Background: an optimization exercise with open tools, aiming at small area, a short achievable clock period and few clock cycles per item. Do not read the settings as production practice. Where RTL was checked, it was by simulation tests only, not by an equivalence proof against the original. Function not checked in runs 2 to 5: the RTL went through the layout flow alone. Power is estimated from default activity; no workload was simulated.

==> flow/design.v (outline; a module is shown in full before it is edited, if it fits) <==
// module FP16_MAC_pipeline: 944 lines
module FP16_MAC_pipeline(
    input [15:0]data_k,
    input [15:0]data_x,
    input [15:0]data_b,
    input rst,
    input input_valid,
    input clk,
    input [1:0]opcode,
    output reg [15:0]data_o,
    output reg output_up,
    output reg [1:0]opcode_o
    );
  // ...
==> flow/flow/run.sh <==
#!/bin/bash
# The standard layout (standard.sh), with one change: the buffers that
# buffer_ports puts on every input and output port are buf_2 cells.
set -o pipefail
export BUFFER_PORTS_ARGS="-buffer_cell sky130_fd_sc_hd__buf_2"
bash standard.sh > standard.log 2>&1
==> flow/standard.sh <==
#!/bin/bash
# synth_recipe.tcl (not shown) runs the flow's synth.tcl, then flattens the netlist and writes it again
# the make line also repeats each setting of config.mk as NAME=value (left out here)
make -C /OpenROAD-flow-scripts/flow DESIGN_CONFIG=/design/flow/config.mk WORK_HOME=/design/flow/orfs CLKGATE_MAP_FILE= SYNTH_SCRIPT=/design/flow/synth_recipe.tcl "${@:-finish}"
==> flow/config.mk <==
export PLATFORM = sky130hd
export DESIGN_NAME = FP16_MAC_pipeline
export DESIGN_NICKNAME = FP16_MAC_pipeline
export VERILOG_FILES = /design/flow/design.v
export SDC_FILE = /design/flow/constraint.sdc
export NUM_CORES = 4
export LEC_CHECK = 0
export CAP_MARGIN = 20
export CORE_MARGIN = 2
export CORE_UTILIZATION = 60
export CTS_CLUSTER_DIAMETER = 80
export CTS_CLUSTER_SIZE = 30
export PLACE_DENSITY = 0.75
export SETUP_SLACK_MARGIN = 3.5
export SLEW_MARGIN = 20
==> flow/constraint.sdc <==
create_clock -name core_clock -period 6.0 [get_ports {clk}]
set_input_delay 1.2000 -clock core_clock [delete_from_list [all_inputs] [get_ports {clk}]]
set_output_delay 1.2000 -clock core_clock [all_outputs]
set_load 0.01 [all_outputs]
==> impl_table.tex, run 1 <==
\begin{tabular}{lr}
\hline
Metric & Value \\
\hline
\multicolumn{2}{l}{\textbf{Outcome}} \\
\quad Result of the run & no timing/DRC/antenna violations \\
\multicolumn{2}{l}{\textbf{Worst hold path}} \\
\quad Hold endpoint & mb\_r3[8] \\
\multicolumn{2}{l}{\textbf{Power and ir drop}} \\
\quad Clock Power & 1420 uW \\
\quad Leakage Power & 0.00883 uW \\
\quad Total chip power & 11,600 uW \\
\quad Sw frac & 0.413 \\
\multicolumn{2}{l}{\textbf{Drt}} \\
\quad Routed wire per std cell & 18.8 um \\
\multicolumn{2}{l}{\textbf{Setup path}} \\
\quad Crit path required time & 6470 ps \\
\quad Setup CP Type & flop to flop \\
\quad Minimum setup slack among reg-to-reg paths & 3390 ps \\
\multicolumn{2}{l}{\textbf{Layout}} \\
\quad Fraction of area in registers & 0.378 \\
\quad Nonclk inv count & 101 \\
\quad Clk\_buf instances & 20 \\
\quad Antenna cells & 0 \\
\quad Non-filler instance count after layout & 2,327 \\
\multicolumn{2}{l}{\textbf{Floorplanning}} \\
\quad Horizontal extent of the die & 179 um \\
\quad Chip Height & 179 um \\
\quad Die area & 0.0320 mm2 \\
\multicolumn{2}{l}{\textbf{Synth}} \\
\quad Total of flip-flops plus latches after synthesis & 391 \\
\quad Register area share after synthesis & 0.427 \\
\quad Net count of the mapped netlist & 2,055 \\
\multicolumn{2}{l}{\textbf{Global route}} \\
\quad Initial antenna violation count & 0 \\
\quad Highest-utilization routing layer at the global route stage & met2 \\
\quad Global-route wire length before repair & 65,400 um \\
\quad Via count of the first global-routing pass & 12,900 \\
\hline
\end{tabular}
Testbench counts, summed over its fixed seeds: cycles 2,112, items 2,048.
==> inputs of run 2 (changes only) <==
--- a/flow/design.v
+++ b/flow/design.v
@@ -506,131 +506,105 @@
     assign fs105_1 = hc40_1 ^ fs69_1 ^ fc68_1;
     assign fc106_1 = (hc40_1 & fs69_1) | (hc40_1 & fc68_1) | (fs69_1 & fc68_1);
     assign fs107_1 = 1'b1 ^ hs71_1 ^ fc70_1;
     assign fc108_1 = (1'b1 & hs71_1) | (1'b1 & fc70_1) | (hs71_1 & fc70_1);
     assign fs109_1 = ps4_1 ^ pp5_10_1 ^ hc72_1;
     assign fc110_1 = (ps4_1 & pp5_10_1) | (ps4_1 & hc72_1) | (pp5_10_1 & hc72_1);
     assign hs111_1 = pp5_11_1 ^ 1'b1;
     assign hc112_1 = pp5_11_1 & 1'b1;
-    reg bn0_r2;
-    reg bn1_r2;
+    wire [8:0] plo_1;
+    assign plo_1 = {fs83_1, fs81_1, fs79_1, fs77_1, hs75_1, bn1_r1, pp0_1_1, pp0_0_1} + {fc82_1, fc80_1, fc78_1, hc76_1, hc74_1, hs73_1, 1'b0, bn0_r1};
     reg [6:0] e0_r2;
     reg [4:0] eb_r2;
     reg fc100_r2;
     reg fc102_r2;
     reg fc104_r2;
     reg fc106_r2;
     reg fc108_r2;
     reg fc110_r2;
-    reg fc78_r2;
-    reg fc80_r2;
-    reg fc82_r2;
     reg fc84_r2;
     reg fc86_r2;
     reg fc88_r2;
     reg fc90_r2;
     reg fc92_r2;
     reg fc94_r2;
     reg fc96_r2;
     reg fc98_r2;
     reg fs101_r2;
     reg fs103_r2;
     reg fs105_r2;
     reg fs107_r2;
     reg fs109_r2;
-    reg fs77_r2;
-    reg fs79_r2;
-    reg fs81_r2;
-    reg fs83_r2;
     reg fs85_r2;
     reg fs87_r2;
     reg fs89_r2;
     reg fs91_r2;
     reg fs93_r2;
     reg fs95_r2;
     reg fs97_r2;
     reg fs99_r2;
-    reg hc74_r2;
-    reg hc76_r2;
     reg hs111_r2;
-    reg hs73_r2;
-    reg hs75_r2;
     reg [10:0] mb_r2;
     reg [1:0] op_r2;
-    reg pp0_0_r2;
-    reg pp0_1_r2;
+    reg [8:0] plo_r2;
     reg sb_r2;
     reg sp_r2;
     reg v_r2;
     always @(posedge clk) begin
-        bn0_r2 <= bn0_r1;
-        bn1_r2 <= bn1_r1;
         e0_r2 <= e0_1;
         eb_r2 <= eb_r1;
         fc100_r2 <= fc100_1;
         fc102_r2 <= fc102_1;
         fc104_r2 <= fc104_1;
         fc106_r2 <= fc106_1;
         fc108_r2 <= fc108_1;
         fc110_r2 <= fc110_1;
-        fc78_r2 <= fc78_1;
-        fc80_r2 <= fc80_1;
-        fc82_r2 <= fc82_1;
         fc84_r2 <= fc84_1;
         fc86_r2 <= fc86_1;
         fc88_r2 <= fc88_1;
         fc90_r2 <= fc90_1;
         fc92_r2 <= fc92_1;
         fc94_r2 <= fc94_1;
         fc96_r2 <= fc96_1;
         fc98_r2 <= fc98_1;
         fs101_r2 <= fs101_1;
         fs103_r2 <= fs103_1;
         fs105_r2 <= fs105_1;
         fs107_r2 <= fs107_1;
         fs109_r2 <= fs109_1;
-        fs77_r2 <= fs77_1;
-        fs79_r2 <= fs79_1;
-        fs81_r2 <= fs81_1;
-        fs83_r2 <= fs83_1;
         fs85_r2 <= fs85_1;
         fs87_r2 <= fs87_1;
         fs89_r2 <= fs89_1;
         fs91_r2 <= fs91_1;
         fs93_r2 <= fs93_1;
         fs95_r2 <= fs95_1;
         fs97_r2 <= fs97_1;
         fs99_r2 <= fs99_1;
-        hc74_r2 <= hc74_1;
-        hc76_r2 <= hc76_1;
         hs111_r2 <= hs111_1;
-        hs73_r2 <= hs73_1;
-        hs75_r2 <= hs75_1;
         mb_r2 <= mb_r1;
         op_r2 <= op_r1;
-        pp0_0_r2 <= pp0_0_1;
-        pp0_1_r2 <= pp0_1_1;
+        plo_r2 <= plo_1;
         sb_r2 <= sb_r1;
         sp_r2 <= sp_r1;
         v_r2 <= v_r1 & ~rst;
     end
     wire [21:0] p_2;
-    assign p_2 = {hs111_r2, fs109_r2, fs107_r2, fs105_r2, fs103_r2, fs101_r2, fs99_r2, fs97_r2, fs95_r2, fs93_r2, fs91_r2, fs89_r2, fs87_r2, fs85_r2, fs83_r2, fs81_r2, fs79_r2, fs77_r2, hs75_r2, bn1_r2, pp0_1_r2, pp0_0_r2} + {fc110_r2, fc108_r2, fc106_r2, fc104_r2, fc102_r2, fc100_r2, fc98_r2, fc96_r2, fc94_r2, fc92_r2, fc90_r2, fc88_r2, fc86_r2, fc84_r2, fc82_r2, fc80_r2, fc78_r2, hc76_r2, hc74_r2, hs73_r2, 1'b0, bn0_r2};
+    assign p_2 = {{hs111_r2, fs109_r2, fs107_r2, fs105_r2, fs103_r2, fs101_r2, fs99_r2, fs97_r2, fs95_r2, fs93_r2, fs91_r2, fs89_r2, fs87_r2, fs85_r2} + {fc110_r2, fc108_r2, fc106_r2, fc104_r2, fc102_r2, fc100_r2, fc98_r2, fc96_r2, fc94_r2, fc92_r2, fc90_r2, fc88_r2, fc86_r2, fc84_r2} + plo_r2[8], plo_r2[7:0]};
     wire [4:0] ad_2;
     wire ph_2;
     wire bX_2;
     wire eX_2;
     wire [6:0] eh_2;
     wire signed [6:0] dd_ctl2 = e0_r2 - {2'b00, eb_r2};
     wire [6:0] nd_ctl2 = -dd_ctl2;
     assign ph_2 = ~dd_ctl2[6];
     assign ad_2 = dd_ctl2[6] ? nd_ctl2[4:0] : dd_ctl2[4:0];
-    assign bX_2 = ph_2 ? (dd_ctl2 >= 7'sd22) : (dd_ctl2 <= -7'sd23);
-    assign eX_2 = ph_2 ? (dd_ctl2 == 7'sd21) : (dd_ctl2 == -7'sd22);
+    assign bX_2 = (dd_ctl2 >= 7'sd22) | (dd_ctl2 <= -7'sd23);
+    assign eX_2 = (dd_ctl2 == 7'sd21) | (dd_ctl2 == -7'sd22);
     assign eh_2 = ph_2 ? e0_r2 : {2'b00, eb_r2};
     reg [4:0] ad_r3;
     reg bX_r3;
     reg eX_r3;
     reg [6:0] eh_r3;
     reg [10:0] mb_r3;
     reg [1:0] op_r3;
     reg [21:0] p_r3;
==> flow/run.sh (new file) <==
#!/bin/bash
# synth_recipe.tcl (not shown) runs the flow's synth.tcl, then flattens the netlist and writes it again
# the make line also repeats each setting of config.mk as NAME=value (left out here)
make -C /OpenROAD-flow-scripts/flow DESIGN_CONFIG=/design/flow/config.mk WORK_HOME=/design/flow/orfs CLKGATE_MAP_FILE= SYNTH_SCRIPT=/design/flow/synth_recipe.tcl finish
--- a/flow/config.mk
+++ b/flow/config.mk
@@ -6,10 +6,10 @@
 export NUM_CORES = 4
 export LEC_CHECK = 0
 export CAP_MARGIN = 20
 export CORE_MARGIN = 2
 export CORE_UTILIZATION = 60
 export CTS_CLUSTER_DIAMETER = 80
 export CTS_CLUSTER_SIZE = 30
 export PLACE_DENSITY = 0.75
-export SETUP_SLACK_MARGIN = 3.5
+export SETUP_SLACK_MARGIN = 3.3
 export SLEW_MARGIN = 20
removed: flow/flow/run.sh
removed: flow/standard.sh
==> impl_table.tex, run 2 <==
\begin{tabular}{lr}
\hline
Metric & Value \\
\hline
\multicolumn{2}{l}{\textbf{Layout}} \\
\quad Final design instance area without fill & 0.0204 mm2 (was 0.0211 mm2) \\
\quad Layout overhead on the synthesized area & 12.4\% (was 15.1\%) \\
\quad Layout cell share with drive strength beyond 1 & 0.121 (was 0.220) \\
\quad Post-Route Utilization & 0.686 (was 0.706) \\
\quad Antenna cells & 0 (unchanged) \\
\quad Commonest cells after routing, fill and taps aside & sky130\_fd\_sc\_hd\_\_dfxtp\_1 (347), sky130\_fd\_sc\_hd\_\_nand2\_1 (125), sky130\_fd\_sc\_hd\_\_xnor2\_1 (124) (was sky130\_fd\_sc\_hd\_\_dfxtp\_1 (341), sky130\_fd\_sc\_hd\_\_nand2\_1 (121), sky130\_fd\_sc\_hd\_\_nor2\_1 (108)) \\
\quad Nets & 2,057 (was 2,133) \\
\quad Most common cell after layout, fill and taps aside & sky130\_fd\_sc\_hd\_\_dfxtp\_1 (unchanged) \\
\quad Top Registers & a\_r5 (34), a\_r6 (34), pv\_r4 (33) (unchanged) \\
\multicolumn{2}{l}{\textbf{Drt}} \\
\quad Post-DRT Antenna Nets & 0 (unchanged) \\
\quad First-pass detailed-route iteration total & 5 (unchanged) \\
\quad Final routed DRC violation total & 0 (unchanged) \\
\quad Routed vias & 13,200 (was 13,700) \\
\quad Routed wire per std cell & 18.2 um (was 18.8 um) \\
\quad Violation count after the first detailed-routing iteration & 929 (was 829) \\
\quad Via density per instance & 5.87 (was 5.90) \\
\quad Total detailed-routing wirelength & 41,100 um (was 43,800 um) \\
\multicolumn{2}{l}{\textbf{Setup path}} \\
\quad Cell with the largest stage delay on the worst path & sky130\_fd\_sc\_hd\_\_dfxtp\_2 (was sky130\_fd\_sc\_hd\_\_fa\_2) \\
\quad Top Family by Delay on Critical Path & simple AND/OR/NAND/NOR gates (was adder cells) \\
\quad Number of buffer and inverter instances along the worst setup path & 1 (was 2) \\
\quad Largest stage delay on the critical path & 390 ps (was 570 ps) \\
\quad Worst Path Max Fanout & 10 (was 6) \\
\quad Kind of start point of the critical path & flop (unchanged) \\
\quad Minimum setup slack among reg-to-reg paths & 3380 ps (was 3390 ps) \\
\quad Crit path required time & 6430 ps (was 6470 ps) \\
\quad Crit. End Element & flop (unchanged) \\
\quad Worst Reg2Reg Path Length in Cells & 10 (was 7) \\
\quad Cells along the critical path & ha\_4 -> nand4\_1 -> nor4\_4 -> nand3\_2 -> nor3b\_4 -> a211oi\_4 -> buf\_4 -> o22ai\_1 -> a31oi\_1 -> xnor2\_1 (was buf\_12 -> a22oi\_2 -> xor2\_1 -> fa\_1 -> fa\_2 -> inv\_1 -> fa\_2) \\
\quad Arrival time of the worst setup path & 3050 ps (was 3080 ps) \\
\quad Reg-to-Reg Start & pv\_r4[0] (was mk\_r1[6]) \\
\quad Endpoint of the most critical register-to-register path & a\_r5[22] (was fs97\_r2) \\
\quad Number of logic stages on the critical path including buffering & 10 (was 7) \\
\quad Setup CP Type & flop to flop (unchanged) \\
\multicolumn{2}{l}{\textbf{Synth}} \\
\quad Most common cell in the netlist & sky130\_fd\_sc\_hd\_\_dfxtp\_1 (unchanged) \\
\quad Dominant synthesized flop cell & sky130\_fd\_sc\_hd\_\_dfxtp\_1 (unchanged) \\
\quad Share of async-settable or async-resettable flops after synthesis & 0 (unchanged) \\
\quad Commonest cells post-synth & sky130\_fd\_sc\_hd\_\_dfxtp\_1 (385), sky130\_fd\_sc\_hd\_\_nand2\_1 (127), sky130\_fd\_sc\_hd\_\_xnor2\_1 (127) (was sky130\_fd\_sc\_hd\_\_dfxtp\_1 (391), sky130\_fd\_sc\_hd\_\_nand2\_1 (124), sky130\_fd\_sc\_hd\_\_nor2\_1 (113)) \\
\quad Mapped cell area & 0.0181 mm2 (was 0.0183 mm2) \\
\quad Main area contributors after synthesis & sky130\_fd\_sc\_hd\_\_dfxtp\_1 (43\%), sky130\_fd\_sc\_hd\_\_ha\_1 (7.0\%), sky130\_fd\_sc\_hd\_\_xnor2\_1 (6.1\%) (was sky130\_fd\_sc\_hd\_\_dfxtp\_1 (43\%), sky130\_fd\_sc\_hd\_\_ha\_1 (7.2\%), sky130\_fd\_sc\_hd\_\_xnor2\_1 (5.2\%)) \\
\quad Average cell area after synthesis & 10.0 um2 (was 9.88 um2) \\
\quad Net count of the mapped netlist & 2,012 (was 2,055) \\
\quad Register area share after synthesis & 0.425 (was 0.427) \\
\quad Yosys warning count & 1 (unchanged) \\
\quad Cells after Synth & 1,812 (was 1,854) \\
\quad Total of flip-flops plus latches after synthesis & 385 (was 391) \\
\quad Post-synth EDFFs & 0 (unchanged) \\
\quad Distinct cell type count of the synthesized netlist & 74 (was 76) \\
\quad Largest area contributor in the synthesized netlist & sky130\_fd\_sc\_hd\_\_dfxtp\_1 (unchanged) \\
\quad Share of Yosys cell area claimed by the top area cell type & 0.425 (was 0.427) \\
\multicolumn{2}{l}{\textbf{Worst hold path}} \\
\quad Hold endpoint & eh\_r5[0] (was mb\_r3[8]) \\
\quad Kind of path behind the tightest hold check & flop to flop (unchanged) \\
\quad Launch point of the worst hold path & eh\_r4[0] (was mb\_r2[8]) \\
\quad Number of cells on the worst hold path & 0 (unchanged) \\
\multicolumn{2}{l}{\textbf{Global route}} \\
\quad Maximum number of pins on one net before global-route repair & 58 (was 50) \\
\quad All-layer global routing usage & 0.257 (was 0.255) \\
\quad Via count of the first global-routing pass & 12,600 (was 12,900) \\
\quad Overflow left after global routing & 0 (unchanged) \\
\quad Global-route wire length before repair & 65,200 um (was 65,400 um) \\
\quad Initial antenna violation count & 0 (unchanged) \\
\multicolumn{2}{l}{\textbf{Timing}} \\
\quad Slew @ Worst Pin & 774 ps (was 693 ps) \\
\quad Share of the cycle needed by the critical path after routing & 0.437 (was 0.435) \\
\quad Hold Fails Final Rpt & 0 (unchanged) \\
\quad RSZ-0062 raised after global routing & true (unchanged) \\
\quad Setup Viol. Count Final & 0 (unchanged) \\
\quad Post-layout min period & 2620 ps (was 2610 ps) \\
\quad Max Slew Vio Count & 0 (unchanged) \\
\quad Setup TNS & 0 ps (unchanged) \\
\quad Post-Route Skew & 20.2 ps (was 19.1 ps) \\
\quad Max-slew headroom & 0.483 (was 0.533) \\
\quad Worst hold slack & 334 ps (was 330 ps) \\
\quad Achievable clock frequency & 382 MHz (was 383 MHz) \\
\multicolumn{2}{l}{\textbf{Clock network}} \\
\quad Count of H-tree levels built during CTS & 1 (unchanged) \\
\quad Root Buffer Master & sky130\_fd\_sc\_hd\_\_clkbuf\_16 (unchanged) \\
\quad CTS hold repair buffers & 0 (unchanged) \\
\quad Clock transition time at the flip-flop clock pins of the worst setup and hold paths & 110 ps (was 100 ps) \\
\quad CTS tree & done (unchanged) \\
\quad Source-to-sink clock delay at the later pin of the worst-skew pair & 540 ps (was 530 ps) \\
\quad Num CTS Buffers & 19 (was 18) \\
\quad Number of buffers on the longest clock path & 3 (unchanged) \\
\quad Clock Sink Count & 385 (was 391) \\
\multicolumn{2}{l}{\textbf{Floorplanning}} \\
\quad Starting utilization of the core area & 0.610 (was 0.613) \\
\quad Chip Height & 178 um (was 179 um) \\
\quad Horizontal extent of the die & 178 um (was 179 um) \\
\quad Number of top-level design ports & 72 (unchanged) \\
\quad Die area & 0.0316 mm2 (was 0.0320 mm2) \\
\quad Core Area & 0.0297 mm2 (was 0.0299 mm2) \\
\quad Row cnt & 63 (unchanged) \\
\multicolumn{2}{l}{\textbf{Run}} \\
\quad Number of max-cap violations & 0 (unchanged) \\
\multicolumn{2}{l}{\textbf{Placed design}} \\
\quad HPWL after detailed placement & 30,500 um (was 29,800 um) \\
\quad Number of port buffers & 71 (unchanged) \\
\quad Placed Instance Area & 0.0190 mm2 (was 0.0188 mm2) \\
\quad Final weighted congestion in routability-driven placement & 0.940 (was 0.963) \\
\multicolumn{2}{l}{\textbf{Outcome}} \\
\quad Result of the run & no timing/DRC/antenna violations (unchanged) \\
\multicolumn{2}{l}{\textbf{Power and ir drop}} \\
\quad Peak supply drop & 0.000265 V (was 0.000273 V) \\
\quad Total chip power & 11,400 uW (was 11,600 uW) \\
\quad Total power per unit cell area & 559 mW/mm2 (was 552 mW/mm2) \\
\quad Leakage Power & 0.00834 uW (was 0.00883 uW) \\
\hline
\end{tabular}
run 2: changes by cell type in the layout (fill, tap and decap cells not counted), moves of 23 or more:
cell | previous run | this run
sky130_fd_sc_hd__a22oi_1 | 33 | 59
sky130_fd_sc_hd__a22oi_2 | 30 | 3
sky130_fd_sc_hd__a21oi_1 | 94 | 68
sky130_fd_sc_hd__buf_2 | 72 | 0
sky130_fd_sc_hd__clkdlybuf4s50_1 | 0 | 71
sky130_fd_sc_hd__xnor2_1 | 101 | 124
run 2: where the power goes:
group	internal, uW	switching, uW	total, uW
Combinational	2470	2950	5420
Sequential	3530	883	4410
Clock	704	859	1560
Total	6710	4690	11400
run 2: worst max path at each step:
stage / from / end / slack [ps]
3_5_place_dp: ph_r3 / pv_r4[27] / 2710
5_1_grt: gv_r4[0] / a_r5[28] / 3260
2_1_floorplan: bn1_r1 / plo_r2[8] / 3300
4_1_cts: pv_r4[12] / a_r5[15] / 3290
6_report: pv_r4[0] / a_r5[22] / 3380
3_3_place_gp: ph_r3 / pv_r4[15] / 2680
run 2: metal layers:
layer | wire [um] | vias up | global-route usage
met5 | 0 | - | 0
met4 | 1570 | 0 | 0.101
met3 | 2070 | 82 | 0.0330
met2 | 19600 | 441 | 0.434
met1 | 17800 | 6313 | 0.333
li1 | - | 6400 | -
run 2: cells by family after synthesis:
| family | count (synthesis) | share of synthesized area |
|---|---|---|
| flip-flops | 385 | 0.425 |
| multiplexers | 110 | 0.0745 |
| AND/OR/NAND/NOR | 403 | 0.111 |
| XOR/XNOR | 170 | 0.0821 |
| adder cells (fa/ha/maj) | 147 | 0.120 |
| buffers and inverters | 206 | 0.0436 |
| AO/OA/AOI/OAI | 391 | 0.144 |
run 2: final cells by class:
cell class,instances,area [um2]
tap,390,488
multi-input combinational,1222,9870
sequential,385,7790
fill,2276,9340
clock inverter,11,176
inverter,108,418
timing repair buffer,121,1170
clock buffer,19,475
run 2: repair_timing:
action,CTS,global route
hold endpoints to repair,0,0
endpoints found under the setup margin,104,84
gates resized for setup,43,64
pin swaps,4,19
setup buffers,11,27
cloned,0,3
run 2: stage by stage:
step           setup slack (ps)  std cells
2_1_floorplan              3300       1812
3_3_place_gp               2680       2185
3_5_place_dp               2710       2185
4_1_cts                    3290       2226
5_1_grt                    3260       2256
6_report                   3380       2256
==> inputs of run 3 (changes only) <==
--- a/flow/config.mk
+++ b/flow/config.mk
@@ -11,5 +11,5 @@
 export CTS_CLUSTER_DIAMETER = 80
 export CTS_CLUSTER_SIZE = 30
 export PLACE_DENSITY = 0.75
-export SETUP_SLACK_MARGIN = 3.3
+export SETUP_SLACK_MARGIN = 3.4
 export SLEW_MARGIN = 20
==> impl_table.tex, run 3 <==
\begin{tabular}{lr}
\hline
Metric & Value \\
\hline
\multicolumn{2}{l}{\textbf{Outcome}} \\
\quad Result of the run & no timing/DRC/antenna violations (unchanged) \\
\multicolumn{2}{l}{\textbf{Drt}} \\
\quad First-pass detailed-route iteration total & 5 (unchanged) \\
\quad Routed vias & 13,200 (about the same) \\
\quad Total detailed-routing wirelength & 41,300 um (was 41,100 um) \\
\quad Post-DRT Antenna Nets & 0 (unchanged) \\
\quad Final routed DRC violation total & 0 (unchanged) \\
\quad Via density per instance & 5.86 (was 5.87) \\
\quad Violation count after the first detailed-routing iteration & 928 (was 929) \\
\quad Routed wire per std cell & 18.3 um (was 18.2 um) \\
\multicolumn{2}{l}{\textbf{Run}} \\
\quad Number of max-cap violations & 0 (unchanged) \\
\multicolumn{2}{l}{\textbf{Global route}} \\
\quad Maximum number of pins on one net before global-route repair & 33 (was 58) \\
\quad Overflow left after global routing & 0 (unchanged) \\
\quad Global-route wire length before repair & 64,500 um (was 65,200 um) \\
\quad Via count of the first global-routing pass & 12,500 (was 12,600) \\
\quad Initial antenna violation count & 0 (unchanged) \\
\quad All-layer global routing usage & 0.254 (was 0.257) \\
\multicolumn{2}{l}{\textbf{Floorplanning}} \\
\quad Row cnt & 63 (unchanged) \\
\quad Number of top-level design ports & 72 (unchanged) \\
\quad Starting utilization of the core area & 0.610 (unchanged) \\
\quad Core Area & 0.0297 mm2 (unchanged) \\
\quad Horizontal extent of the die & 178 um (unchanged) \\
\quad Chip Height & 178 um (unchanged) \\
\quad Die area & 0.0316 mm2 (unchanged) \\
\multicolumn{2}{l}{\textbf{Setup path}} \\
\quad Setup CP Type & flop to flop (unchanged) \\
\quad Arrival time of the worst setup path & 3100 ps (was 3050 ps) \\
\quad Worst Path Max Fanout & 6 (was 10) \\
\quad CP endpoint & a\_r5[16] (was a\_r5[22]) \\
\quad Kind of start point of the critical path & flop (unchanged) \\
\quad Crit. End Element & flop (unchanged) \\
\quad Minimum setup slack among reg-to-reg paths & 3320 ps (was 3380 ps) \\
\quad Crit path required time & 6420 ps (was 6430 ps) \\
\quad Startpoint of the most critical setup path & pv\_r4[1] (was pv\_r4[0]) \\
\quad Worst Reg2Reg Path Length in Cells & 10 (unchanged) \\
\quad Endpoint of the most critical register-to-register path & a\_r5[16] (was a\_r5[22]) \\
\quad Reg-to-Reg Start & pv\_r4[1] (was pv\_r4[0]) \\
\multicolumn{2}{l}{\textbf{Clock network}} \\
\quad CTS hold repair buffers & 0 (unchanged) \\
\quad Root Buffer Master & sky130\_fd\_sc\_hd\_\_clkbuf\_16 (unchanged) \\
\quad Num CTS Buffers & 18 (was 19) \\
\quad Source-to-sink clock delay at the later pin of the worst-skew pair & 530 ps (was 540 ps) \\
\quad Number of buffers on the longest clock path & 3 (unchanged) \\
\quad Count of H-tree levels built during CTS & 1 (unchanged) \\
\quad CTS tree & done (unchanged) \\
\quad Clock Sink Count & 385 (unchanged) \\
\quad Clock transition time at the flip-flop clock pins of the worst setup and hold paths & 110 ps (about the same) \\
\multicolumn{2}{l}{\textbf{Power and ir drop}} \\
\quad Leakage Power & 0.00841 uW (was 0.00834 uW) \\
\quad Sw frac & 0.415 (was 0.412) \\
\quad Clock Power Share & 0.125 (was 0.137) \\
\quad Design internal power & 6740 uW (was 6710 uW) \\
\quad Logic pwr share & 0.487 (was 0.476) \\
\quad Power dissipated by switching net loads & 4780 uW (was 4690 uW) \\
\quad Total power per unit cell area & 559 mW/mm2 (about the same) \\
\quad Peak supply drop & 0.000284 V (was 0.000265 V) \\
\quad Total chip power & 11,500 uW (was 11,400 uW) \\
\quad Power share of the sequential group & 0.388 (was 0.387) \\
\multicolumn{2}{l}{\textbf{Placed design}} \\
\quad Number of placed instances, taps included & 2,182 (was 2,185) \\
\quad Final weighted congestion in routability-driven placement & 0.914 (was 0.940) \\
\quad Number of port buffers & 71 (unchanged) \\
\quad Setup Slack @ Placement & 2660 ps (was 2710 ps) \\
\quad HPWL after detailed placement & 30,200 um (was 30,500 um) \\
\multicolumn{2}{l}{\textbf{Synth}} \\
\quad Most common cell in the netlist & sky130\_fd\_sc\_hd\_\_dfxtp\_1 (unchanged) \\
\quad Commonest cells post-synth & sky130\_fd\_sc\_hd\_\_dfxtp\_1 (385), sky130\_fd\_sc\_hd\_\_nand2\_1 (127), sky130\_fd\_sc\_hd\_\_xnor2\_1 (127) (unchanged) \\
\quad Net count of the mapped netlist & 2,012 (unchanged) \\
\quad Register area share after synthesis & 0.425 (unchanged) \\
\quad Yosys warning count & 1 (unchanged) \\
\quad Largest area contributor in the synthesized netlist & sky130\_fd\_sc\_hd\_\_dfxtp\_1 (unchanged) \\
\quad Share of async-settable or async-resettable flops after synthesis & 0 (unchanged) \\
\quad Main area contributors after synthesis & sky130\_fd\_sc\_hd\_\_dfxtp\_1 (43\%), sky130\_fd\_sc\_hd\_\_ha\_1 (7.0\%), sky130\_fd\_sc\_hd\_\_xnor2\_1 (6.1\%) (unchanged) \\
\quad Mapped cell area & 0.0181 mm2 (unchanged) \\
\quad Cells after Synth & 1,812 (unchanged) \\
\quad Distinct cell type count of the synthesized netlist & 74 (unchanged) \\
\quad Average cell area after synthesis & 10.0 um2 (unchanged) \\
\quad Total of flip-flops plus latches after synthesis & 385 (unchanged) \\
\quad Post-synth EDFFs & 0 (unchanged) \\
\quad Dominant synthesized flop cell & sky130\_fd\_sc\_hd\_\_dfxtp\_1 (unchanged) \\
\quad Share of Yosys cell area claimed by the top area cell type & 0.425 (unchanged) \\
\multicolumn{2}{l}{\textbf{Timing}} \\
\quad Setup TNS & 0 ps (unchanged) \\
\quad Post-layout min period & 2680 ps (was 2620 ps) \\
\quad Achievable clock frequency & 373 MHz (was 382 MHz) \\
\quad Max Slew Vio Count & 0 (unchanged) \\
\quad Max-slew headroom & 0.334 (was 0.483) \\
\quad Setup Viol. Count Final & 0 (unchanged) \\
\quad RSZ-0062 raised after global routing & true (unchanged) \\
\quad Share of the cycle needed by the critical path after routing & 0.447 (was 0.437) \\
\quad Setup ws final & 3320 ps (was 3380 ps) \\
\quad Post-Route Skew & 12.3 ps (was 20.2 ps) \\
\quad Worst hold slack & 331 ps (was 334 ps) \\
\quad Hold Fails Final Rpt & 0 (unchanged) \\
\quad Slew @ Worst Pin & 998 ps (was 774 ps) \\
\multicolumn{2}{l}{\textbf{Layout}} \\
\quad Layout overhead on the synthesized area & 13.7\% (was 12.4\%) \\
\quad Antenna cells & 0 (unchanged) \\
\quad Total of fill cells in the finished design & 2,223 (was 2,276) \\
\quad Most common cell after layout, fill and taps aside & sky130\_fd\_sc\_hd\_\_dfxtp\_1 (unchanged) \\
\quad Top Registers & a\_r5 (34), a\_r6 (34), pv\_r4 (33) (unchanged) \\
\quad Nets & 2,058 (was 2,057) \\
\quad Layout cell share with drive strength beyond 1 & 0.142 (was 0.121) \\
\quad Non-filler instance count after layout & 2,256 (unchanged) \\
\quad Commonest cells after routing, fill and taps aside & sky130\_fd\_sc\_hd\_\_dfxtp\_1 (341), sky130\_fd\_sc\_hd\_\_nand2\_1 (126), sky130\_fd\_sc\_hd\_\_xnor2\_1 (122) (was sky130\_fd\_sc\_hd\_\_dfxtp\_1 (347), sky130\_fd\_sc\_hd\_\_nand2\_1 (125), sky130\_fd\_sc\_hd\_\_xnor2\_1 (124)) \\
\multicolumn{2}{l}{\textbf{Worst hold path}} \\
\quad Kind of path behind the tightest hold check & flop to flop (unchanged) \\
\hline
\end{tabular}
## run 3: cell types whose count changed in the layout (fill, tap and decap cells not counted), sizes merged
cell / before / now
clkdlybuf4s50: 71 / 52
dlymetal6s2s: 0 / 15
buf: 48 / 52
dlygate4sd2: 0 / 4
bufinv: 2 / 0
clkinv: 4 / 2
clkinvlp: 3 / 4
inv: 110 / 109
nand2: 127 / 128
o31ai: 7 / 6
## run 3: final cells by class
type / instances / area (um2) / share of cell area
clock buffers: 21 / 493 / 0.0239
well taps: 390 / 488 / 0.0237
repair buffers: 123 / 1240 / 0.0600
clock inverters: 7 / 78.8 / 0.00382
flip-flops and latches: 385 / 7810 / 0.379
multi-input cells: 1222 / 10100 / 0.490
inverters: 108 / 415 / 0.0201
## run 3: kinds of logic (layout without fill, tap and decap cells)
| kind of cell | Yosys count | after routing | share of synthesized area |
|---|---|---|---|
| compound gates | 391 | 391 | 0.144 |
| flops | 385 | 385 | 0.425 |
| fa+ha+maj | 147 | 147 | 0.120 |
| xor+xnor | 170 | 170 | 0.0821 |
| buf+inv | 206 | 259 | 0.0436 |
| mux | 110 | 110 | 0.0745 |
| simple gates | 403 | 404 | 0.111 |
## run 3: through the flow
stage | instance area [um2] | utilization
2_1_floorplan | 18200 | -
3_3_place_gp | 19000 | 0.640
3_5_place_dp | 19000 | 0.640
4_1_cts | 19900 | 0.670
5_1_grt | 20600 | 0.694
6_report | 20600 | 0.694
## run 3: timing repair
| action | CTS | global route |
|---|---|---|
| endpoints found under the setup margin | 122 | 86 |
| gates resized for setup | 65 | 130 |
| buffers inserted | 18 | 24 |
| pin swaps | 5 | 44 |
| gates cloned | 0 | 4 |
## run 3: how the worst min path moves through the flow
stage | start | end | depth (start not counted)
after floorplan | a_r5[0] | a_r6[0] | 0
after global placement | op_r7[0] | opcode_o[0] | 0
after detailed placement | eh_r3[1] | eh_r4[1] | 0
after CTS | sp_r1 | sp_r2 | 0
after global routing | eh_r4[0] | eh_r5[0] | 0
final | sp_r1 | sp_r2 | 0
## run 3: power by group through the flow
stage / clock [uW] / combinational (uW) / sequential (uW)
after floorplan: 0 / 3980 / 4020
after global placement: 0 / 4840 / 4450
after detailed placement: 0 / 4940 / 4480
after CTS: 1470 / 5130 / 4410
after global routing: 1560 / 6210 / 4570
final: 1440 / 5610 / 4470
## run 3: critical path: stages, from the launching register on
cell and delay [ps]:
sky130_fd_sc_hd__dfxtp_2 380, sky130_fd_sc_hd__ha_4 140, sky130_fd_sc_hd__nand4_1 170, sky130_fd_sc_hd__nor4_4 380
sky130_fd_sc_hd__nand3_2 120, sky130_fd_sc_hd__nor3b_4 190, sky130_fd_sc_hd__a211oi_4 460, sky130_fd_sc_hd__buf_6 190
sky130_fd_sc_hd__o21ai_0 80, sky130_fd_sc_hd__a31oi_1 230, sky130_fd_sc_hd__xnor2_1 220
## run 3: layer usage
metal	up-vias	share of wire	wire length (um)	track usage
met1	6206	0.43	17600	0.335
met4	0	0.038	1580	0.0919
met2	502	0.47	19600	0.431
met5	-	0	0	0
li1	6420	-	-	-
met3	97	0.063	2590	0.0308
==> inputs of run 4 (changes only) <==
--- a/flow/config.mk
+++ b/flow/config.mk
@@ -7,9 +7,9 @@
 export LEC_CHECK = 0
 export CAP_MARGIN = 20
 export CORE_MARGIN = 2
-export CORE_UTILIZATION = 60
+export CORE_UTILIZATION = 70
 export CTS_CLUSTER_DIAMETER = 80
 export CTS_CLUSTER_SIZE = 30
 export PLACE_DENSITY = 0.75
-export SETUP_SLACK_MARGIN = 3.4
+export SETUP_SLACK_MARGIN = 3.3
 export SLEW_MARGIN = 20
==> impl_table.tex, run 4 <==
\begin{tabular}{lr}
\hline
Metric & Value \\
\hline
\multicolumn{2}{l}{\textbf{Outcome}} \\
\quad Result of the run & no timing/DRC/antenna violations (unchanged) \\
\multicolumn{2}{l}{\textbf{Power and ir drop}} \\
\quad Peak supply drop & 0.000404 V (was 0.000284 V) \\
\quad Logic pwr share & 0.484 (was 0.487) \\
\quad Total chip power & 11,300 uW (was 11,500 uW) \\
\quad Sw frac & 0.415 (about the same) \\
\quad Clock Power Share & 0.118 (was 0.125) \\
\quad Power dissipated by switching net loads & 4680 uW (was 4780 uW) \\
\quad Leakage Power & 0.00824 uW (was 0.00841 uW) \\
\quad Power share of the sequential group & 0.397 (was 0.388) \\
\quad Total power per unit cell area & 561 mW/mm2 (was 559 mW/mm2) \\
\quad Design internal power & 6600 uW (was 6740 uW) \\
\multicolumn{2}{l}{\textbf{Setup path}} \\
\quad Setup CP Type & flop to flop (unchanged) \\
\quad Cells along the critical path & buf\_2 -> a22oi\_1 -> xor2\_1 -> fa\_1 -> inv\_1 -> fa\_1 -> fa\_1 (was ha\_4 -> nand4\_1 -> nor4\_4 -> nand3\_2 -> nor3b\_4 -> a211oi\_4 -> buf\_6 -> o21ai\_0 -> a31oi\_1 -> xnor2\_1) \\
\quad Largest stage delay on the critical path & 460 ps (about the same) \\
\quad Worst Path Max Fanout & 7 (was 6) \\
\quad Crit. End Element & flop (unchanged) \\
\quad Crit path required time & 6400 ps (was 6420 ps) \\
\quad Kind of start point of the critical path & flop (unchanged) \\
\quad Crit-path most repeated cell & sky130\_fd\_sc\_hd\_\_fa\_1 \\
\quad Cell with the largest stage delay on the worst path & sky130\_fd\_sc\_hd\_\_fa\_1 (was sky130\_fd\_sc\_hd\_\_a211oi\_4) \\
\quad Arrival time of the worst setup path & 3080 ps (was 3100 ps) \\
\multicolumn{2}{l}{\textbf{Layout}} \\
\quad Total of fill cells in the finished design & 1,627 (was 2,223) \\
\quad Layout cell share with drive strength beyond 1 & 0.117 (was 0.142) \\
\quad Antenna cells & 0 (unchanged) \\
\quad Non-filler instance count after layout & 2,186 (was 2,256) \\
\quad Most common cell after layout, fill and taps aside & sky130\_fd\_sc\_hd\_\_dfxtp\_1 (unchanged) \\
\quad Top Registers & a\_r5 (34), a\_r6 (34), pv\_r4 (33) (unchanged) \\
\quad Layout overhead on the synthesized area & 10.8\% (was 13.7\%) \\
\quad Combined flip-flop and latch cell area & 0.00779 mm2 (was 0.00781 mm2) \\
\quad Commonest cells after routing, fill and taps aside & sky130\_fd\_sc\_hd\_\_dfxtp\_1 (347), sky130\_fd\_sc\_hd\_\_nand2\_1 (126), sky130\_fd\_sc\_hd\_\_xnor2\_1 (124) (was sky130\_fd\_sc\_hd\_\_dfxtp\_1 (341), sky130\_fd\_sc\_hd\_\_nand2\_1 (126), sky130\_fd\_sc\_hd\_\_xnor2\_1 (122)) \\
\quad Area occupied by multi-input gates & 0.00987 mm2 (was 0.0101 mm2) \\
\quad Final design instance area without fill & 0.0201 mm2 (was 0.0206 mm2) \\
\quad Nets & 2,052 (was 2,058) \\
\multicolumn{2}{l}{\textbf{Synth}} \\
\quad Share of async-settable or async-resettable flops after synthesis & 0 (unchanged) \\
\quad Dominant synthesized flop cell & sky130\_fd\_sc\_hd\_\_dfxtp\_1 (unchanged) \\
\quad Net count of the mapped netlist & 2,012 (unchanged) \\
\quad Most common cell in the netlist & sky130\_fd\_sc\_hd\_\_dfxtp\_1 (unchanged) \\
\quad Yosys warning count & 1 (unchanged) \\
\quad Mapped cell area & 0.0181 mm2 (unchanged) \\
\quad Post-synth EDFFs & 0 (unchanged) \\
\quad Largest area contributor in the synthesized netlist & sky130\_fd\_sc\_hd\_\_dfxtp\_1 (unchanged) \\
\quad Distinct cell type count of the synthesized netlist & 74 (unchanged) \\
\quad Share of Yosys cell area claimed by the top area cell type & 0.425 (unchanged) \\
\quad Average cell area after synthesis & 10.0 um2 (unchanged) \\
\quad Cells after Synth & 1,812 (unchanged) \\
\quad Total of flip-flops plus latches after synthesis & 385 (unchanged) \\
\quad Register area share after synthesis & 0.425 (unchanged) \\
\quad Main area contributors after synthesis & sky130\_fd\_sc\_hd\_\_dfxtp\_1 (43\%), sky130\_fd\_sc\_hd\_\_ha\_1 (7.0\%), sky130\_fd\_sc\_hd\_\_xnor2\_1 (6.1\%) (unchanged) \\
\quad Commonest cells post-synth & sky130\_fd\_sc\_hd\_\_dfxtp\_1 (385), sky130\_fd\_sc\_hd\_\_nand2\_1 (127), sky130\_fd\_sc\_hd\_\_xnor2\_1 (127) (unchanged) \\
\multicolumn{2}{l}{\textbf{Floorplanning}} \\
\quad Number of top-level design ports & 72 (unchanged) \\
\quad Row cnt & 58 (was 63) \\
\quad Starting utilization of the core area & 0.716 (was 0.610) \\
\quad Die area & 0.0272 mm2 (was 0.0316 mm2) \\
\quad Chip Height & 165 um (was 178 um) \\
\quad Horizontal extent of the die & 165 um (was 178 um) \\
\quad Core Area & 0.0253 mm2 (was 0.0297 mm2) \\
\multicolumn{2}{l}{\textbf{Clock network}} \\
\quad Root Buffer Master & sky130\_fd\_sc\_hd\_\_clkbuf\_16 (unchanged) \\
\quad Number of buffers on the longest clock path & 3 (unchanged) \\
\quad Source-to-sink clock delay at the later pin of the worst-skew pair & 510 ps (was 530 ps) \\
\quad Clock Sink Count & 385 (unchanged) \\
\quad Clock transition time at the flip-flop clock pins of the worst setup and hold paths & 100 ps (was 110 ps) \\
\quad Count of H-tree levels built during CTS & 1 (unchanged) \\
\quad Num CTS Buffers & 17 (was 18) \\
\quad CTS hold repair buffers & 0 (unchanged) \\
\quad CTS tree & done (unchanged) \\
\multicolumn{2}{l}{\textbf{Placed design}} \\
\quad Number of placed instances, taps included & 2,122 (was 2,182) \\
\quad Number of port buffers & 71 (unchanged) \\
\quad Final weighted congestion in routability-driven placement & 0.957 (was 0.914) \\
\quad Placed Instance Area & 0.0189 mm2 (was 0.0190 mm2) \\
\quad HPWL after detailed placement & 30,700 um (was 30,200 um) \\
\multicolumn{2}{l}{\textbf{Timing}} \\
\quad Hold Fails Final Rpt & 0 (unchanged) \\
\quad Post-layout min period & 2690 ps (was 2680 ps) \\
\quad Share of the cycle needed by the critical path after routing & 0.448 (was 0.447) \\
\quad Worst hold slack & 335 ps (was 331 ps) \\
\quad Setup TNS & 0 ps (unchanged) \\
\quad Achievable clock frequency & 372 MHz (was 373 MHz) \\
\quad RSZ-0062 raised after global routing & true (unchanged) \\
\quad Max Slew Vio Count & 0 (unchanged) \\
\quad Post-Route Skew & 10.9 ps (was 12.3 ps) \\
\quad Setup Viol. Count Final & 0 (unchanged) \\
\quad Max-slew headroom & 0.484 (was 0.334) \\
\quad Slew @ Worst Pin & 773 ps (was 998 ps) \\
\multicolumn{2}{l}{\textbf{Drt}} \\
\quad First-pass detailed-route iteration total & 6 (was 5) \\
\quad Via density per instance & 6.14 (was 5.86) \\
\quad Routed wire per std cell & 19.1 um (was 18.3 um) \\
\quad Routed vias & 13,400 (was 13,200) \\
\quad Final routed DRC violation total & 0 (unchanged) \\
\quad Violation count after the first detailed-routing iteration & 1,176 (was 928) \\
\quad Total detailed-routing wirelength & 41,800 um (was 41,300 um) \\
\quad Post-DRT Antenna Nets & 0 (unchanged) \\
\multicolumn{2}{l}{\textbf{Global route}} \\
\quad Global-route wire length before repair & 65,200 um (was 64,500 um) \\
\quad All-layer global routing usage & 0.303 (was 0.254) \\
\quad Maximum number of pins on one net before global-route repair & 58 (was 33) \\
\quad Via count of the first global-routing pass & 12,700 (was 12,500) \\
\quad Overflow left after global routing & 0 (unchanged) \\
\quad Initial antenna violation count & 2 (was 0) \\
\multicolumn{2}{l}{\textbf{Run}} \\
\quad Number of max-cap violations & 0 (unchanged) \\
\multicolumn{2}{l}{\textbf{Worst hold path}} \\
\quad Kind of path behind the tightest hold check & flop to flop (unchanged) \\
\hline
\end{tabular}
[run 4: cell counts after synthesis]
Identical to the previous run, type by type.
[run 4: kinds of logic (layout without fill, tap and decap cells)]
logic type,count (synthesis),in the layout,synth area share
AO/OA/AOI/OAI,391,391,0.144
XOR/XNOR,170,170,0.0821
adder cells (fa/ha/maj),147,147,0.120
buffers and inverters,206,250,0.0436
flip-flops,385,385,0.425
multiplexers,110,110,0.0745
AND/OR/NAND/NOR,403,403,0.111
[run 4: final cells by class]
class / instances / area share
clock buffers: 18 / 0.0214
inverters: 108 / 0.0208
well taps: 330 / 0.0205
clock inverters: 5 / 0.00355
multi-input cells: 1221 / 0.491
repair buffers: 119 / 0.0550
flip-flops and latches: 385 / 0.387
[run 4: routing by layer]
layer / share of wire / vias to the layer above / track usage
li1: - / 6389 / -
met1: 0.41 / 6377 / 0.383
met2: 0.49 / 533 / 0.533
met3: 0.063 / 117 / 0.0359
met4: 0.041 / 0 / 0.117
met5: 0 / - / 0
[run 4: through the flow]
stage / setup WS [ps] / util
after floorplan: 3300 / -
after global placement: 2540 / 0.748
after detailed placement: 2550 / 0.748
after CTS: 3300 / 0.778
after global routing: 3190 / 0.794
final: 3310 / 0.794
[run 4: path summary, 6_finish.rpt]
path,startpoint,end,slack (ps),depth (start not counted)
setup / recovery,mk_r1[5],fs85_r2,3310,7
hold / removal,plo_r2[5],p_r3[5],330,0
setup reg to reg,mk_r1[5],fs85_r2,3310,7
hold reg to reg,plo_r2[5],p_r3[5],330,0
[run 4: what timing repair did]
action,CTS,global route
buffers inserted,18,22
endpoints found under the setup margin,115,65
gates resized for setup,44,66
gates cloned,0,1
hold endpoints to repair,0,0
pin swaps,6,24
[run 4: power by group through the flow]
stage	logic [uW]	registers [uW]	clock network, uW
finish	5460	4480	1340
global route	6030	4580	1450
CTS	5180	4430	1360
detailed placement	4960	4490	0
global placement	4810	4460	0
floorplan	3970	4010	0
[run 4: critical path, delay by kind of cell (launching register included)]
kind / cells / cell delay, ps
adders and majority gates: 3 / 1350
AOI/OAI and AO/OA: 1 / 250
buffers and inverters: 2 / 280
DFF: 1 / 390
xor gates and xnor gates: 1 / 300
==> inputs of run 5 (changes only) <==
--- a/flow/config.mk
+++ b/flow/config.mk
@@ -7,9 +7,9 @@
 export LEC_CHECK = 0
 export CAP_MARGIN = 20
 export CORE_MARGIN = 2
-export CORE_UTILIZATION = 70
+export CORE_UTILIZATION = 65
 export CTS_CLUSTER_DIAMETER = 80
 export CTS_CLUSTER_SIZE = 30
-export PLACE_DENSITY = 0.75
+export PLACE_DENSITY = 0.7
 export SETUP_SLACK_MARGIN = 3.3
 export SLEW_MARGIN = 20
==> impl_table.tex, run 5 <==
\begin{tabular}{lr}
\hline
Metric & Value \\
\hline
\multicolumn{2}{l}{\textbf{Outcome}} \\
\quad Result of the run & no timing/DRC/antenna violations (unchanged) \\
\multicolumn{2}{l}{\textbf{Clock network}} \\
\quad Clock Sink Count & 385 (unchanged) \\
\quad Num CTS Buffers & 18 (was 17) \\
\quad CTS tree & done (unchanged) \\
\quad Root Buffer Master & sky130\_fd\_sc\_hd\_\_clkbuf\_16 (unchanged) \\
\quad Count of H-tree levels built during CTS & 1 (unchanged) \\
\quad Number of buffers on the longest clock path & 3 (unchanged) \\
\quad Source-to-sink clock delay at the later pin of the worst-skew pair & 520 ps (was 510 ps) \\
\quad Clock transition time at the flip-flop clock pins of the worst setup and hold paths & 100 ps (about the same) \\
\multicolumn{2}{l}{\textbf{Floorplanning}} \\
\quad Number of top-level design ports & 72 (unchanged) \\
\quad Horizontal extent of the die & 171 um (was 165 um) \\
\quad Row cnt & 61 (was 58) \\
\quad Core Area & 0.0276 mm2 (was 0.0253 mm2) \\
\quad Chip Height & 171 um (was 165 um) \\
\quad Die area & 0.0292 mm2 (was 0.0272 mm2) \\
\quad Starting utilization of the core area & 0.656 (was 0.716) \\
\multicolumn{2}{l}{\textbf{Global route}} \\
\quad Via count of the first global-routing pass & 12,700 (about the same) \\
\quad Initial antenna violation count & 0 (was 2) \\
\quad Maximum number of pins on one net before global-route repair & 58 (unchanged) \\
\quad Overflow left after global routing & 0 (unchanged) \\
\quad Global-route wire length before repair & 65,300 um (was 65,200 um) \\
\quad All-layer global routing usage & 0.280 (was 0.303) \\
\multicolumn{2}{l}{\textbf{Setup path}} \\
\quad Reg-to-Reg Start & bt1\_r1 (was mk\_r1[5]) \\
\quad Worst Reg2Reg Path Length in Cells & 7 (unchanged) \\
\quad Crit path required time & 6410 ps (was 6400 ps) \\
\quad Arrival time of the worst setup path & 3090 ps (was 3080 ps) \\
\quad Crit. End Element & flop (unchanged) \\
\quad Setup CP Type & flop to flop (unchanged) \\
\quad Worst Path Max Fanout & 6 (was 7) \\
\quad Endpoint of the most critical register-to-register path & fs91\_r2 (was fs85\_r2) \\
\quad Kind of start point of the critical path & flop (unchanged) \\
\quad Minimum setup slack among reg-to-reg paths & 3320 ps (was 3310 ps) \\
\multicolumn{2}{l}{\textbf{Timing}} \\
\quad Achievable clock frequency & 372 MHz (about the same) \\
\quad Setup TNS & 0 ps (unchanged) \\
\quad Share of the cycle needed by the critical path after routing & 0.447 (was 0.448) \\
\quad Setup Viol. Count Final & 0 (unchanged) \\
\quad Post-layout min period & 2680 ps (was 2690 ps) \\
\quad Hold Fails Final Rpt & 0 (unchanged) \\
\quad Max-slew headroom & 0.485 (was 0.484) \\
\quad Max Slew Vio Count & 0 (unchanged) \\
\quad Worst hold slack & 330 ps (was 335 ps) \\
\quad Post-Route Skew & 24.1 ps (was 10.9 ps) \\
\quad RSZ-0062 raised after global routing & true (unchanged) \\
\quad Slew @ Worst Pin & 771 ps (was 773 ps) \\
\multicolumn{2}{l}{\textbf{Power and ir drop}} \\
\quad Design internal power & 6670 uW (was 6600 uW) \\
\quad Total power per unit cell area & 564 mW/mm2 (was 561 mW/mm2) \\
\quad Leakage Power & 0.00823 uW (was 0.00824 uW) \\
\quad Clock Power Share & 0.128 (was 0.118) \\
\quad Power share of the sequential group & 0.390 (was 0.397) \\
\quad Peak supply drop & 0.000334 V (was 0.000404 V) \\
\quad Sw frac & 0.413 (was 0.415) \\
\quad Logic pwr share & 0.483 (was 0.484) \\
\quad Power dissipated by switching net loads & 4700 uW (was 4680 uW) \\
\multicolumn{2}{l}{\textbf{Placed design}} \\
\quad Number of port buffers & 71 (unchanged) \\
\quad Placed Instance Area & 0.0190 mm2 (was 0.0189 mm2) \\
\quad HPWL after detailed placement & 31,200 um (was 30,700 um) \\
\quad Final weighted congestion in routability-driven placement & 0.939 (was 0.957) \\
\multicolumn{2}{l}{\textbf{Layout}} \\
\quad Layout cell share with drive strength beyond 1 & 0.114 (was 0.117) \\
\quad Layout overhead on the synthesized area & 11.2\% (was 10.8\%) \\
\quad Final design instance area without fill & 0.0202 mm2 (was 0.0201 mm2) \\
\quad Most common cell after layout, fill and taps aside & sky130\_fd\_sc\_hd\_\_dfxtp\_1 (unchanged) \\
\quad Top Registers & a\_r5 (34), a\_r6 (34), pv\_r4 (33) (unchanged) \\
\quad Antenna cells & 0 (unchanged) \\
\quad Commonest cells after routing, fill and taps aside & sky130\_fd\_sc\_hd\_\_dfxtp\_1 (351), sky130\_fd\_sc\_hd\_\_nand2\_1 (126), sky130\_fd\_sc\_hd\_\_xnor2\_1 (123) (was sky130\_fd\_sc\_hd\_\_dfxtp\_1 (347), sky130\_fd\_sc\_hd\_\_nand2\_1 (126), sky130\_fd\_sc\_hd\_\_xnor2\_1 (124)) \\
\quad Nets & 2,039 (was 2,052) \\
\quad Post-Route Utilization & 0.730 (was 0.794) \\
\multicolumn{2}{l}{\textbf{Drt}} \\
\quad Via density per instance & 5.91 (was 6.14) \\
\quad Routed vias & 13,100 (was 13,400) \\
\quad Final routed DRC violation total & 0 (unchanged) \\
\quad Total detailed-routing wirelength & 41,200 um (was 41,800 um) \\
\quad First-pass detailed-route iteration total & 5 (was 6) \\
\quad Post-DRT Antenna Nets & 0 (unchanged) \\
\quad Routed wire per std cell & 18.6 um (was 19.1 um) \\
\quad Violation count after the first detailed-routing iteration & 1,004 (was 1,176) \\
\multicolumn{2}{l}{\textbf{Synth}} \\
\quad Average cell area after synthesis & 10.0 um2 (unchanged) \\
\quad Yosys warning count & 1 (unchanged) \\
\quad Largest area contributor in the synthesized netlist & sky130\_fd\_sc\_hd\_\_dfxtp\_1 (unchanged) \\
\quad Cells after Synth & 1,812 (unchanged) \\
\quad Register area share after synthesis & 0.425 (unchanged) \\
\quad Most common cell in the netlist & sky130\_fd\_sc\_hd\_\_dfxtp\_1 (unchanged) \\
\quad Mapped cell area & 0.0181 mm2 (unchanged) \\
\quad Total of flip-flops plus latches after synthesis & 385 (unchanged) \\
\quad Post-synth EDFFs & 0 (unchanged) \\
\quad Main area contributors after synthesis & sky130\_fd\_sc\_hd\_\_dfxtp\_1 (43\%), sky130\_fd\_sc\_hd\_\_ha\_1 (7.0\%), sky130\_fd\_sc\_hd\_\_xnor2\_1 (6.1\%) (unchanged) \\
\quad Commonest cells post-synth & sky130\_fd\_sc\_hd\_\_dfxtp\_1 (385), sky130\_fd\_sc\_hd\_\_nand2\_1 (127), sky130\_fd\_sc\_hd\_\_xnor2\_1 (127) (unchanged) \\
\quad Distinct cell type count of the synthesized netlist & 74 (unchanged) \\
\quad Share of async-settable or async-resettable flops after synthesis & 0 (unchanged) \\
\quad Dominant synthesized flop cell & sky130\_fd\_sc\_hd\_\_dfxtp\_1 (unchanged) \\
\quad Share of Yosys cell area claimed by the top area cell type & 0.425 (unchanged) \\
\quad Net count of the mapped netlist & 2,012 (unchanged) \\
\multicolumn{2}{l}{\textbf{Worst hold path}} \\
\quad Hold endpoint & eh\_r5[3] (was p\_r3[5]) \\
\quad Number of cells on the worst hold path & 0 (unchanged) \\
\quad Kind of path behind the tightest hold check & flop to flop (unchanged) \\
\quad Launch point of the worst hold path & eh\_r4[3] (was plo\_r2[5]) \\
\multicolumn{2}{l}{\textbf{Run}} \\
\quad Number of max-cap violations & 0 (unchanged) \\
\hline
\end{tabular}
## run 5: repair_timing
action                     CTS  global route
setup endpoints to repair  102            76
buffers inserted             6            16
pin swaps                    3            19
resized for setup           49            61
gates cloned                 1             3
hold buffers                 0             0
## run 5: critical path, stage by stage (launching register included)
cell,delay (ps)
sky130_fd_sc_hd__dfxtp_4,390
sky130_fd_sc_hd__buf_12,140
sky130_fd_sc_hd__a22oi_1,220
sky130_fd_sc_hd__xor2_1,270
sky130_fd_sc_hd__fa_1,500
sky130_fd_sc_hd__fa_1,550
sky130_fd_sc_hd__inv_1,50
sky130_fd_sc_hd__fa_1,450
## run 5: layer usage
| layer | part of all wire | track usage |
|---|---|---|
| met3 | 0.054 | 0.0338 |
| met1 | 0.42 | 0.354 |
| met4 | 0.036 | 0.0903 |
| met2 | 0.49 | 0.497 |
| met5 | 0 | 0 |
## run 5: through the flow
step	total power, uW	std cells	setup WS [ps]
2_1_floorplan	7990	1812	3300
3_3_place_gp	9410	2171	2790
3_5_place_dp	9520	2171	2770
4_1_cts	11200	2203	3300
5_1_grt	12200	2222	3240
6_report	11400	2222	3320
## run 5: area by class of cell
class / instances / area (um2)
multi-input cells: 1222 / 9890
well taps: 378 / 473
flip-flops and latches: 385 / 7770
clock inverters: 5 / 106
clock buffers: 20 / 489
inverters: 108 / 415
fillers: 2030 / 7460
repair buffers: 104 / 1010
## run 5: kinds of logic (layout without fill, tap and decap cells)
kind of cell / Yosys count / in the layout / share of synthesized area
buffers and inverters: 206 / 237 / 0.0436
muxes: 110 / 110 / 0.0745
DFF: 385 / 385 / 0.425
AOI/OAI and AO/OA: 391 / 391 / 0.144
and+or+nand+nor: 403 / 404 / 0.111
adders and majority gates: 147 / 147 / 0.120
xor gates and xnor gates: 170 / 170 / 0.0821
## run 5: power groups by stage
stage	combinational [uW]	clock [uW]	sequential (uW)
2_1_floorplan	3970	0	4010
3_3_place_gp	5010	0	4400
3_5_place_dp	5090	0	4430
4_1_cts	5300	1490	4390
5_1_grt	6090	1570	4530
6_report	5490	1450	4430
## run 5: worst max path at each step
stage	start	to	slack [ps]	depth (start not counted)
after global routing	ph_r3	pv_r4[13]	3240	10
after floorplan	bn1_r1	plo_r2[8]	3300	10
after detailed placement	ph_r3	pv_r4[27]	2770	9
final	bt1_r1	fs91_r2	3320	7
after CTS	bo1_r1	plo_r2[8]	3300	10
after global placement	ph_r3	pv_r4[25]	2790	9

==> static timing again, ports no longer ideal <==
The results above use ideal ports. As a check the final layouts listed here were re-extracted and re-timed, cells and wires unchanged.
Step 1: set_driving_cell puts a clkbuf_16 on clk and a buf_2 on each other input, an assumption about the parent block.
Step 2 adds t to the input delays and takes it off the output delays; t is the mean of the earliest and latest rising clock arrival at the registers after step 1. Input paths then give back, and output paths get back, about the clock's delay inside the block.
a / b / c = no drivers / after step 1 / after step 2; a / b = the first two.
run | shift t [ns] | slack for setup (ns) | latest minus earliest clock arrival (ns) | worst data-port slew with drivers (ns) | cell pins on the clock port's net
run 1 | 0.575 | 3.388 / 3.388 / 3.294 | 0.019 / 0.019 | 0.05 | 1
run 2 | 0.583 | 3.380 / 3.346 / 2.950 | 0.024 / 0.024 | 0.03 | 1
run 3 | 0.575 | 3.315 / 3.315 / 2.934 | 0.015 / 0.015 | 0.03 | 1
run 4 | 0.557 | 3.313 / 3.313 / 3.135 | 0.011 / 0.012 | 0.04 | 1
run 5 | 0.555 | 3.315 / 3.315 / 3.090 | 0.028 / 0.028 | 0.04 | 1
After both steps setup and hold are still met in every run listed. The setup slack of run 2, which loses most, moves by -0.034 ns with the drivers and by -0.430 ns with both steps.
